From an optimization exercise on the open Yosys and OpenROAD flow, aimed at small area; shortcuts taken in it are not production practice.
Only simulation tests tie the RTL to the original design; equivalence was not proved.
Power and IR drop assume default switching activity.

Design btle_rx, start of the top module:
module btle_rx #
(
  parameter SAMPLE_PER_SYMBOL = 8,
  parameter GFSK_DEMODULATION_BIT_WIDTH = 16,
  parameter LEN_UNIQUE_BIT_SEQUENCE = 32,
  parameter CHANNEL_NUMBER_BIT_WIDTH = 6,
  parameter CRC_STATE_BIT_WIDTH = 24
) (
  input wire clk,
  input wire rst,
  input wire [(LEN_UNIQUE_BIT_SEQUENCE-1) : 0] unique_bit_sequence,
  input wire [(CHANNEL_NUMBER_BIT_WIDTH-1) : 0] channel_number,
  input wire [(CRC_STATE_BIT_WIDTH-1) : 0] crc_state_init_bit,
  input wire signed [(GFSK_DEMODULATION_BIT_WIDTH-1) : 0] i,
  input wire signed [(GFSK_DEMODULATION_BIT_WIDTH-1) : 0] q,
  input wire iq_valid,
  output wire hit_flag,
  output reg  decode_run,
  output reg  decode_end,
  output reg  crc_ok,
  output reg  [2:0] best_phase,
  output reg  [6:0] payload_length,
  output reg  [7:0] pdu_octet_mem_data,
  input  wire [5:0] pdu_octet_mem_addr
);
localparam [0:0] IDLE                     = 0,
                 WAIT_DECODE_END_LONGEST  = 1;
wire [7:0] hit_flag_internal;
wire [6:0] payload_length_internal [0:7];
wire [7:0] payload_length_valid;
wire [7:0] octet_internal [0:7];
wire [7:0] octet_valid;
wire [7:0] decode_end_internal;
wire [7:0] crc_ok_internal;
reg  [7:0] payload_length_stored;
wire [6:0] payload_length_store [0:7];
reg  [7:0] crc_ok_store;
reg  [7:0] decode_end_store;
wire [7:0] decode_end_and_crc_ok_store;
reg  [7:0] hit_flag_all_phase;
wire hit_flag_any;
reg  hit_flag_any_delay;
wire decode_end_all;
wire decode_end_early;
reg  [0:0] decode_end_state;
wire crst;
assign hit_flag_any = (|hit_flag_all_phase);
assign decode_end_all = (&decode_end_store);
assign decode_end_and_crc_ok_store = (decode_end_store&crc_ok_store);
  ...
==> flow/config.mk <==
export PLATFORM = sky130hd
export DESIGN_NAME = btle_rx
export DESIGN_NICKNAME = btle_rx
export VERILOG_FILES = /design/flow/design.v
export SDC_FILE = /design/flow/constraint.sdc
export NUM_CORES = 4
export LEC_CHECK = 0
export CAP_MARGIN = 20
export CORE_MARGIN = 2
export CORE_UTILIZATION = 55
export CTS_BUF_LIST = sky130_fd_sc_hd__clkbuf_8
export CTS_CLUSTER_DIAMETER = 50
export CTS_CLUSTER_SIZE = 16
export PLACE_DENSITY = 0.65
export SLEW_MARGIN = 20
==> flow/constraint.sdc <==
create_clock -name core_clock -period 20.0 [get_ports {clk}]
set_input_delay 4.0000 -clock core_clock [delete_from_list [all_inputs] [get_ports {clk}]]
set_output_delay 4.0000 -clock core_clock [all_outputs]
set_load 0.01 [all_outputs]
standard.sh (not shown) runs the stock make flow with config.mk's settings and CLKGATE_MAP_FILE= SYNTH_SCRIPT=/design/flow/synth_recipe.tcl, a recipe that flattens the netlist after the stock synthesis.
==> flow/flow/run.sh <==
#!/bin/bash
set -euo pipefail
W=$(pwd)
{
  echo "proc abc {args} {"
  echo "  set i [lsearch -exact \$args -script]"
  echo "  if {\$i >= 0} { lset args [expr {\$i+1}] $W/flow/area.abc }"
  echo "  yosys abc {*}\$args"
  echo "}"
  cat "$W/synth_recipe.tcl"
} > "$W/area_synth.tcl"
CTS="-sink_clustering_enable -repair_clock_nets -sink_clustering_size 16"
CTS="$CTS -sink_clustering_max_diameter 50 -buf_list sky130_fd_sc_hd__clkbuf_8 -dont_use_dummy_load"
bash "$W/standard.sh" SYNTH_SCRIPT="$W/area_synth.tcl" "CTS_ARGS=$CTS" finish > "$W/standard_flow.log" 2>&1
==> flow/flow/area.abc <==
&get -n
&st
&dch
&nf -R 1000
&put
topo
stime -c
The baseline ran to the end with no violations.
Change:
==> flow/flow/run.sh (replaced) <==
#!/bin/bash
# Layout flow: the standard ORFS flow (standard.sh), with one change in
# synthesis: ABC maps the logic with an area-oriented script (flow/area.abc)
# instead of ORFS's delay-oriented one. Everything else (Yosys passes, flip-flop
# mapping, floorplan, placement, CTS, routing) is the standard flow.
set -euo pipefail
W=$(pwd)
{
  echo "proc abc {args} {"
  echo "  set i [lsearch -exact \$args -script]"
  echo "  if {\$i >= 0} { lset args [expr {\$i+1}] $W/flow/area.abc }"
  echo "  yosys abc {*}\$args"
  echo "}"
  cat "$W/synth_recipe.tcl"
} > "$W/area_synth.tcl"
bash "$W/standard.sh" SYNTH_SCRIPT="$W/area_synth.tcl" finish > "$W/standard_flow.log" 2>&1
Fmax fell by 0.42%.
Combinational power is about the same.
Routed wire length grows by about 0.32%.
Die area stays the same.
Power climbs by 4.6%.
Clock power climbs by 19%.
Sequential cell count does not change.
Final cell count climbs by about 1.6%.
Via count grows by 0.47%.
Critical path depth stays the same.
Change:
--- a/flow/config.mk
+++ b/flow/config.mk
@@ -8,8 +8,8 @@
 export CAP_MARGIN = 20
 export CORE_MARGIN = 2
-export CORE_UTILIZATION = 55
+export CORE_UTILIZATION = 70
 export CTS_BUF_LIST = sky130_fd_sc_hd__clkbuf_8
-export CTS_CLUSTER_DIAMETER = 50
-export CTS_CLUSTER_SIZE = 16
-export PLACE_DENSITY = 0.65
+export CTS_CLUSTER_DIAMETER = 45
+export CTS_CLUSTER_SIZE = 18
+export PLACE_DENSITY = 0.8
 export SLEW_MARGIN = 20
Outcome: Power is higher by 2.5%. Combinational power is about the same. Cell area is about the same. Via count rose by 3.1%. First-iteration DRC count is higher by 9.3%. Non-clock buffer count is higher by 7. Clock skew went down by 0.038 ns.

Another version of the RTL of btle_rx (not shown whole).
Size in the first run: ~11000 cells after synthesis, about 5300 flip-flops.
clock: 20.0 ns
lec_check: 0
cap_margin: 20
core_margin: 2
core_utilization: 55
cts_buf_list: sky130_fd_sc_hd__clkbuf_8
cts_cluster_diameter: 50
cts_cluster_size: 16
place_density: 0.65
slew_margin: 20
==> flow/flow/run.sh <==
#!/bin/bash
# Layout flow: the standard ORFS flow (standard.sh) with these changes:
# * synthesis: ABC maps the logic with an area-oriented script (flow/area.abc)
#   instead of ORFS's delay-oriented one; the Yosys passes and flip-flop
#   mapping are the standard ones, so the registers are the same;
# * port buffers: every input and output still gets its buffer, of the
#   smallest buffer cell (buf_1; repair_design resizes it where needed).
set -euo pipefail
W=$(pwd)
{
  echo "proc abc {args} {"
  echo "  set i [lsearch -exact \$args -script]"
  echo "  if {\$i >= 0} { lset args [expr {\$i+1}] $W/flow/area.abc }"
  echo "  yosys abc {*}\$args"
  echo "}"
  cat "$W/synth_recipe.tcl"
} > "$W/area_synth.tcl"
CTS="-sink_clustering_enable -repair_clock_nets -sink_clustering_size 16"
CTS="$CTS -sink_clustering_max_diameter 50 -buf_list sky130_fd_sc_hd__clkbuf_8 -dont_use_dummy_load"
bash "$W/standard.sh" SYNTH_SCRIPT="$W/area_synth.tcl" "CTS_ARGS=$CTS" \
  "BUFFER_PORTS_ARGS=-buffer_cell sky130_fd_sc_hd__buf_1" finish > "$W/standard_flow.log" 2>&1
Scripts as last shown in full above: flow/flow/area.abc
The starting point completed without violations.
Next try:
--- a/flow/flow/run.sh
+++ b/flow/flow/run.sh
@@ -16,6 +16,6 @@
   cat "$W/synth_recipe.tcl"
 } > "$W/area_synth.tcl"
-CTS="-sink_clustering_enable -repair_clock_nets -sink_clustering_size 16"
-CTS="$CTS -sink_clustering_max_diameter 50 -buf_list sky130_fd_sc_hd__clkbuf_8 -dont_use_dummy_load"
+CTS="-sink_clustering_enable -repair_clock_nets -sink_clustering_size 18"
+CTS="$CTS -sink_clustering_max_diameter 60 -buf_list sky130_fd_sc_hd__clkbuf_8 -dont_use_dummy_load"
 bash "$W/standard.sh" SYNTH_SCRIPT="$W/area_synth.tcl" "CTS_ARGS=$CTS" \
   "BUFFER_PORTS_ARGS=-buffer_cell sky130_fd_sc_hd__buf_1" finish > "$W/standard_flow.log" 2>&1
- CTS_CLUSTER_DIAMETER: 50 -> 60
- CTS_CLUSTER_SIZE: 16 -> 18
What happened: Synthesized cell count is unchanged. Power goes down by 1.9%. Via count hardly moves. Worst setup slack hardly moves. Count of clock-buffer cells in the layout goes down by 75. Global-route usage goes down by 0.12 points.

==> afterwards: timing with drivers on the ports <==
Ports are ideal in the flow. The routed layouts listed here were re-timed in OpenROAD. Step 1 sets driving cells, clkbuf_16 on the clock port and buf_2 on the other inputs (assumed; they add their load-dependent delay and slew). Step 2, shift: input delay + t, output delay - t, t = (earliest + latest rising clock arrival at the registers) / 2. This alone moves slack from input paths to output paths. a / b / c = ideal ports / drivers / drivers and shift; a / b = the first two.
run	shift t [ns]	slack for setup (ns)	worst hold slack (ns)	clock arrival spread, ns	worst data-port slew with drivers (ns)
the first run of note 1	1.186	4.628 / 4.628 / 4.628	0.237 / 0.237 / 0.237	0.220 / 0.220	0.05
the second run of note 1	1.202	4.563 / 4.563 / 4.563	0.250 / 0.250 / 0.250	0.147 / 0.146	0.05
the third run of note 1	1.200	4.879 / 4.879 / 4.879	0.292 / 0.292 / 0.292	0.137 / 0.137	0.09
the first run of note 2	1.154	4.641 / 4.641 / 4.641	0.274 / 0.274 / 0.274	0.143 / 0.144	0.09
the second run of note 2	1.151	4.643 / 4.643 / 4.643	0.234 / 0.234 / 0.234	0.138 / 0.137	0.09
After both steps setup and hold are still met in every run listed.
